Source: an optimization exercise on an open RTL-to-GDS flow (aim: small area and a short achievable clock period). Production flows keep margins and buffers that such runs may drop.
Only simulation tests tie the RTL to the original design; equivalence was not proved.
Power figures rest on the tool's default switching activity, not on a simulated workload.

==> module mux16oh2, before the edit <==
module mux16oh2(input [15:0] d, input [15:0] s, output y, yn);
	wire [5:0] t;
	wire x0, x1;
	mux16t m(.d(d), .s(s), .t(t));
	nand3m v0(t[0], t[1], t[2], x0);
	nand3m v1(t[3], t[4], t[5], x1);
	nor2m  w0(x0, x1, yn);
	or2m   w1(x0, x1, y);
endmodule
==> module aoi221, before the edit <==
module aoi221(input a1, a2, b1, b2, c1, output y);
	assign y = ~((a1 & a2) | (b1 & b2) | c1);
endmodule
==> module MIPS, before the edit <==
module MIPS(
	input clk, clear,
	input [15:0] instr,
	output reg [3:0] PC,
	output [15:0] R1, R2, R3
	);
	wire [3:0] op  = instr[15:12];
	wire [3:0] rs  = instr[11:8];
	wire [3:0] rt  = instr[7:4];
	wire [3:0] rd  = instr[3:0];
	wire [3:0] imm = instr[3:0];
	wire nc = ~clear;
	wire is_and  = (op == 4'd0);
	wire is_or   = (op == 4'd1);
	wire is_add  = (op == 4'd2);
	wire is_addi = (op == 4'd3);
	wire is_sub  = (op == 4'd6);
	wire is_slt  = (op == 4'd7);
	wire is_lw   = (op == 4'd8);
	wire is_sw   = (op == 4'd10);
	wire is_bne  = (op == 4'd14);
	wire is_j    = (op == 4'd15);
	wire rwe = is_and | is_or | is_add | is_addi | is_sub | is_slt | is_lw;
	wire [3:0] waddr = (is_addi | is_lw) ? rt : rd;
	wire sub = op[2];    
	wire [15:0] r [0:15];    
	wire [15:0] m [0:15];    
	wire [15:0] mhit, An, Bn, A, Bx, wd, alun;
	wire [15:0] sA [0:1];
	wire [15:0] sB [0:1];
	wire [15:0] sM [0:1];
	wire [3:0] pAl, pAh, pBl, pBh;
	wire lwnc = is_lw & nc;
	genvar i, b;
	generate
		for (i = 0; i < 4; i = i + 1) begin : pre
			assign pAl[i] = ~(rs[1:0] == i);
			assign pAh[i] = ~(rs[3:2] == i);
			assign pBl[i] = ~(rt[1:0] == i);
			assign pBh[i] = ~(rt[3:2] == i);
		end
		for (i = 0; i < 16; i = i + 1) begin : dec
			for (b = 0; b < 2; b = b + 1) begin : cp
				nor2m ua(pAl[i % 4], pAh[i / 4], sA[b][i]);
				nor2m ub(pBl[i % 4], pBh[i / 4], sB[b][i]);
				and2m um(mhit[i], lwnc, sM[b][i]);
			end
			wire [3:0] tgt = i - imm;
			assign mhit[i] = (A[3:0] == tgt);
		end
		for (b = 0; b < 16; b = b + 1) begin : rp
			wire [15:0] rc, mc;
			for (i = 0; i < 16; i = i + 1) begin : w_
				assign rc[i] = r[i][b];
				assign mc[i] = m[i][b];
			end
			mux16oh pa(.d(rc), .s(sA[b / 8]), .yn(An[b]));
			mux16oh2 pb(.d(rc), .s(sB[b / 8]), .y(Bx[b]), .yn(Bn[b]));
			mux16wb pm(.d(mc), .s(sM[b / 8]), .alun(alun[b]), .y(wd[b]));
		end
	endgenerate
	assign A  = ~An;
	wire selB  = ~is_addi & ~sub;
	wire selBn = ~is_addi & sub;
	wire [15:0] immb = {12'b0, imm & {4{is_addi}}};
	wire [15:0] Yn, p, g0, t0;
	wire [15:0] g1n, t1n, g2, t2, g3n, t3n, g4;
	generate
		for (b = 0; b < 16; b = b + 1) begin : l0
			aoi221 uy(selB, Bx[b], selBn, Bn[b], immb[b], Yn[b]);
			xor2m  up(An[b], Yn[b], p[b]);              
			if (b == 0) begin : c0
				assign g0[0] = (~An[0] & ~Yn[0]) | ((~An[0] | ~Yn[0]) & sub);
				assign t0[0] = 1'b0;
			end else begin : cn
				nor2m  ug(An[b], Yn[b], g0[b]);     
				nand2m ut(An[b], Yn[b], t0[b]);     
			end
		end
		for (b = 0; b < 16; b = b + 1) begin : l1
			if (b >= 1) begin : c
				aoi21m ug(t0[b], g0[b-1], g0[b], g1n[b]);
				if (b >= 2) begin : t
					nand2m ut(t0[b], t0[b-1], t1n[b]);
				end else begin : tz
					assign t1n[b] = 1'b1;
				end
			end else begin : p_
				assign g1n[b] = ~g0[b];
				assign t1n[b] = 1'b1;
			end
		end
		for (b = 0; b < 16; b = b + 1) begin : l2
			if (b >= 2) begin : c
				oai21m ug(t1n[b], g1n[b-2], g1n[b], g2[b]);
				if (b >= 4) begin : t
					nor2m ut(t1n[b], t1n[b-2], t2[b]);
				end else begin : tz
					assign t2[b] = 1'b0;
				end
			end else begin : p_
				assign g2[b] = ~g1n[b];
				assign t2[b] = 1'b0;
			end
		end
		for (b = 0; b < 16; b = b + 1) begin : l3
			if (b >= 4) begin : c
				aoi21m ug(t2[b], g2[b-4], g2[b], g3n[b]);
				if (b >= 8) begin : t
					nand2m ut(t2[b], t2[b-4], t3n[b]);
				end else begin : tz
					assign t3n[b] = 1'b1;
				end
			end else begin : p_
				assign g3n[b] = ~g2[b];
				assign t3n[b] = 1'b1;
			end
		end
		for (b = 0; b < 16; b = b + 1) begin : l4
			if (b >= 8) begin : c
				oai21m ug(t3n[b], g3n[b-8], g3n[b], g4[b]);
			end else begin : p_
				assign g4[b] = ~g3n[b];
			end
		end
	endgenerate
	wire [15:0] c = {g4[14:0], sub};
	wire lt = ~g4[15];    
	wire sel_as  = (is_add | is_addi | is_sub) & nc;
	wire sel_and = is_and & nc;
	wire sel_or  = is_or & nc;
	wire sel_slt = is_slt & nc;
	wire [15:0] lg = ({16{sel_and}} & (A & Bx)) | ({16{sel_or}} & (A | Bx));
	wire [15:0] xv = ({16{sel_as}} &  p) | lg;    
	wire [15:0] yv = ({16{sel_as}} & ~p) | lg;    
	wire alun0;
	generate
		for (b = 0; b < 16; b = b + 1) begin : fin
			if (b == 0) begin : b0
				mux2im um(xv[b], yv[b], c[b], alun0);
			end else begin : bn
				mux2im um(xv[b], yv[b], c[b], alun[b]);
			end
		end
	endgenerate
	assign alun[0] = alun0 & ~(sel_slt & lt);
	wire [15:0] dz = Bx & {16{nc}};
	wire [15:0] d1 = Bx | {16{clear}};
	function [15:0] dinit(input integer w);
		case (w)
			0: dinit = 16'h0001;
			1: dinit = 16'h0004;
			2: dinit = 16'h0006;
			3: dinit = 16'h0004;
			4: dinit = 16'h0005;
			5: dinit = 16'h0006;
			default: dinit = 16'h0001;
		endcase
	endfunction
	generate
		for (i = 0; i < 16; i = i + 1) begin : g
			reg [15:0] rr;
			reg [15:0] mm;
			always @(posedge clk)
				if (clear || (rwe && waddr == i))
					rr <= wd;
			always @(posedge clk)
				if (clear || (is_sw && mhit[i]))
					mm <= (dinit(i) & d1) | (~dinit(i) & dz);
			assign r[i] = rr;
			assign m[i] = mm;
		end
	endgenerate
	wire taken = is_j | (is_bne & (An != Bn));
	always @(posedge clk) begin
		if (clear)
			PC <= 4'd0;
		else if (taken)
			PC <= instr[3:0];
		else
			PC <= PC + 4'd1;
	end
	assign R1 = r[1];
	assign R2 = r[2];
	assign R3 = r[3];
endmodule
clock: 9.0 ns
lec_check: 0
cap_margin: 20
core_margin: 2
core_utilization: 65
cts_buf_list: sky130_fd_sc_hd__clkbuf_8
cts_cluster_diameter: 50
cts_cluster_size: 16
gpl_routability_driven: 0
setup_slack_margin: 4
slew_margin: 20
synth_hierarchical: 1
synth_minimum_keep_size: 0
standard.sh (not shown) runs the stock make flow with config.mk's settings and CLKGATE_MAP_FILE= SYNTH_SCRIPT=/design/flow/synth_recipe.tcl, a recipe that flattens the netlist after the stock synthesis.
==> flow/flow/run.sh <==
#!/bin/bash
# Layout flow: the standard ORFS flow (standard.sh, unchanged synthesis),
# with the port buffers made from sky130_fd_sc_hd__buf_1 (resized later where timing needs it) instead of the
# buffer ORFS picks by default (a delay cell). Every input and output port
# still gets its own buffer. The whole make output goes to standard_flow.log.
set -euo pipefail
bash standard.sh "BUFFER_PORTS_ARGS=-buffer_cell sky130_fd_sc_hd__buf_1" finish > standard_flow.log 2>&1
Next try:
--- a/flow/design.v
+++ b/flow/design.v
@@ -479,24 +479,12 @@
 	wire x0, x1;
 	mux16t m(.d(d), .s(s), .t(t));
 	nand3m v0(t[0], t[1], t[2], x0);
 	nand3m v1(t[3], t[4], t[5], x1);
 	nor2m  w0(x0, x1, yn);
 endmodule
-module mux16oh2(input [15:0] d, input [15:0] s, output y, yn);
-	wire [5:0] t;
-	wire x0, x1;
-	mux16t m(.d(d), .s(s), .t(t));
-	nand3m v0(t[0], t[1], t[2], x0);
-	nand3m v1(t[3], t[4], t[5], x1);
-	nor2m  w0(x0, x1, yn);
-	or2m   w1(x0, x1, y);
-endmodule
-module aoi221(input a1, a2, b1, b2, c1, output y);
-	assign y = ~((a1 & a2) | (b1 & b2) | c1);
-endmodule
 module mux16ohx(input [15:0] d, input [15:0] s, input xn, output yn);
 	wire [5:0] t;
 	wire x0, x1;
 	mux16t m(.d(d), .s(s), .t(t));
 	nand3m v0(t[0], t[1], t[2], x0);
 	nand4m v1(t[3], t[4], t[5], xn, x1);
@@ -564,25 +552,35 @@
 			wire [15:0] rc, mc;
 			for (i = 0; i < 16; i = i + 1) begin : w_
 				assign rc[i] = r[i][b];
 				assign mc[i] = m[i][b];
 			end
 			mux16oh pa(.d(rc), .s(sA[b / 8]), .yn(An[b]));
-			mux16oh2 pb(.d(rc), .s(sB[b / 8]), .y(Bx[b]), .yn(Bn[b]));
+			mux16oh pb(.d(rc), .s(sB[b / 8]), .yn(Bn[b]));
 			mux16wb pm(.d(mc), .s(sM[b / 8]), .alun(alun[b]), .y(wd[b]));
 		end
 	endgenerate
 	assign A  = ~An;
-	wire selB  = ~is_addi & ~sub;
-	wire selBn = ~is_addi & sub;
-	wire [15:0] immb = {12'b0, imm & {4{is_addi}}};
+	assign Bx = ~Bn;    
+	wire [15:0] e0, e1;    
+	generate
+		for (b = 0; b < 16; b = b + 1) begin : ye
+			if (b < 4) begin : lo
+				assign e0[b] = is_addi ? ~imm[b] : sub;
+				assign e1[b] = is_addi ? ~imm[b] : ~sub;
+			end else begin : hi
+				assign e0[b] = is_addi | sub;
+				assign e1[b] = is_addi | ~sub;
+			end
+		end
+	endgenerate
 	wire [15:0] Yn, p, g0, t0;
 	wire [15:0] g1n, t1n, g2, t2, g3n, t3n, g4;
 	generate
 		for (b = 0; b < 16; b = b + 1) begin : l0
-			aoi221 uy(selB, Bx[b], selBn, Bn[b], immb[b], Yn[b]);
+			mux2im uy(~e0[b], ~e1[b], Bn[b], Yn[b]);    
 			xor2m  up(An[b], Yn[b], p[b]);              
 			if (b == 0) begin : c0
 				assign g0[0] = (~An[0] & ~Yn[0]) | ((~An[0] | ~Yn[0]) & sub);
 				assign t0[0] = 1'b0;
 			end else begin : cn
 				nor2m  ug(An[b], Yn[b], g0[b]);     
=> Setup slack is better by 0.016 ns. First-iteration DRC count fell by 25%. Final area came out lower by 2.4%. Non-clock buffer count goes down by 43. Sequential power is about the same. Die area came out higher by 0.40%. Global-route usage drops by 0.91 points.

port drivers added, routing unchanged:
Ports are ideal in the flow. The routed layouts listed here were re-timed in OpenROAD. Step 1, drivers: a clkbuf_16 drives clk and a buf_2 each remaining input, both assumed. Step 2, shift: input delay + t, output delay - t, t = (earliest + latest rising clock arrival at the registers) / 2. This alone moves slack from input paths to output paths. a / b / c = ideal / step 1 / step 2; a / b = the first two.
run	shift t [ns]	setup slack, ns	worst register clock-pin slew, ns
the first run	0.675	3.999 / 4.019 / 3.344	0.10 / 0.10
the second run	0.688	4.015 / 4.043 / 3.355	0.10 / 0.10
After both steps every run listed still meets setup and hold. The setup slack of the second run, which loses most, moves by +0.028 ns with the drivers and by -0.660 ns with both steps.
